Source: an optimization exercise on an open RTL-to-GDS flow (aim: small area). Production flows keep margins and buffers that such runs may drop.
Only simulation tests tie the RTL to the original design; equivalence was not proved.

## build 69
==> flow/design.v (excerpt) <==
module modbus_rtu_master (
	input         clk,
	input         reset,
	input         RX,
	input  [15:0] data_300_1,
	input  [15:0] data_301_1,
	input  [15:0] data_302_1,
	input  [15:0] data_303_1,
	input  [15:0] data_304_1,
	input  [15:0] data_305_1,
	input  [15:0] data_306_1,
	input  [15:0] data_307_1,
	input  [15:0] data_308_1,
	input  [15:0] data_309_1,
	input  [15:0] data_300_2,
	input  [15:0] data_301_2,
	input  [15:0] data_302_2,
	input  [15:0] data_303_2,
	input  [15:0] data_304_2,
	input  [15:0] data_305_2,
	input  [15:0] data_306_2,
	input  [15:0] data_307_2,
	input  [15:0] data_308_2,
	input  [15:0] data_309_2,
	output [15:0] data_340_1,
	output [15:0] data_341_1,
	output [15:0] data_342_1,
	output [15:0] data_343_1,
	output [15:0] data_344_1,
	output [15:0] data_345_1,
	output [15:0] data_346_1,
	output [15:0] data_347_1,
	output [15:0] data_348_1,
	output [15:0] data_349_1,
	output [15:0] data_340_2,
	output [15:0] data_341_2,
	output [15:0] data_342_2,
	output [15:0] data_343_2,
	output [15:0] data_344_2,
	output [15:0] data_345_2,
	output [15:0] data_346_2,
	output [15:0] data_347_2,
	output [15:0] data_348_2,
	output [15:0] data_349_2,
	output        TX,
	output        DE,
	output        connection,
	output [15:0] error_code,
  ...
Size: ~3000 cells after synthesis, about 680 flip-flops, about 28000 µm² of cells after synthesis.
clock: 12.5 ns
lec_check: 0
cap_margin: 20
core_margin: 2
core_utilization: 50
slew_margin: 25
standard.sh (not shown) runs the stock make flow with config.mk's settings and CLKGATE_MAP_FILE= SYNTH_SCRIPT=/design/flow/synth_recipe.tcl, a recipe that flattens the netlist after the stock synthesis.
==> flow/flow/run.sh <==
#!/bin/bash
set -euo pipefail
export BUFFER_PORTS_ARGS="-buffer_cell sky130_fd_sc_hd__buf_1"
export CTS_ARGS="-sink_clustering_enable -repair_clock_nets -dont_use_dummy_load -buf_list {sky130_fd_sc_hd__clkbuf_8} -sink_clustering_size 15 -sink_clustering_max_diameter 60"
bash standard.sh finish > standard_sh.log 2>&1
> inputs changed (build 69 -> build 5)
==> flow/flow/run.sh <==
#!/bin/bash
set -euo pipefail
export BUFFER_PORTS_ARGS="-buffer_cell sky130_fd_sc_hd__buf_1"
export CTS_ARGS="-sink_clustering_enable -repair_clock_nets -dont_use_dummy_load"
bash standard.sh finish > standard_sh.log 2>&1
diff --git a/flow/config.mk b/flow/config.mk
--- a/flow/config.mk
+++ b/flow/config.mk
@@ -8,4 +8,4 @@
 export CAP_MARGIN = 20
 export CORE_MARGIN = 2
-export CORE_UTILIZATION = 50
-export SLEW_MARGIN = 25
+export CORE_UTILIZATION = 65
+export SLEW_MARGIN = 40
==> run notes <==
- Seen in the log of build 5: GRT-0116 during global routing (5_1_grt), after which the run never completed.
- Build 5 against build 69: starting density of the core climbed 15 points, total number of placement rows dropped about 12%.
- Comparing build 5 against build 69, there is no change at all in number of unique standard cell types used by synthesis.
- Going from build 69 to build 5, total number of H-tree levels up 1, final RePlAce weighted congestion climbed about 13%.
- Per the comparison of build 5 with build 69, HPWL after detailed placement increased by 5.1% relative to the old numbers; number of synthesized register bits closely matched the old numbers; number of CTS-inserted buffers increased by 22% relative to the old numbers; placed cell area decreased by 0.45% relative to the old numbers.
For build 45, these inputs were changed with respect to build 5:
==> flow/flow/run.sh <==
#!/bin/bash
set -euo pipefail
export BUFFER_PORTS_ARGS="-buffer_cell sky130_fd_sc_hd__buf_1"
export CTS_ARGS="-sink_clustering_enable -repair_clock_nets -dont_use_dummy_load -buf_list {sky130_fd_sc_hd__clkbuf_4} -sink_clustering_size 8 -sink_clustering_max_diameter 50"
bash standard.sh finish > standard_sh.log 2>&1
diff --git a/flow/config.mk b/flow/config.mk
--- a/flow/config.mk
+++ b/flow/config.mk
@@ -8,4 +8,4 @@
 export CAP_MARGIN = 20
 export CORE_MARGIN = 2
-export CORE_UTILIZATION = 65
+export CORE_UTILIZATION = 40
 export SLEW_MARGIN = 40
## What came out
- Having completed the whole flow, build 45 delivered a layout that passed the timing, DRC and antenna checks.
- Diff build 45..build 5 | synthesized cell count | unchanged
- Build 45 vs. build 5: boundary pin count barely changed, sink count of the clock tree barely changed.

[static timing again, ports no longer ideal]
The flow's constraints put no driver on any port. The routed layouts listed below were extracted and timed again, unchanged, in two steps. Step 1, drivers: a clkbuf_16 drives clk and a buf_2 each remaining input, both assumed. Step 2 also shifts input and output timing later by t, the mid clock arrival at the registers, as if the neighbouring blocks saw the same clock. Three values: ideal, step 1, step 2; two values: the first two.
run	t, ns	setup WS [ns]	worst setup path after step 2
build 69	0.704	7.213 / 7.245 / 6.541	input to register
build 45	0.893	8.290 / 8.229 / 7.897	input to register
After both steps every run listed still meets setup and hold. The setup slack of build 69, which loses most, moves by +0.032 ns with the drivers and by -0.672 ns with both steps.
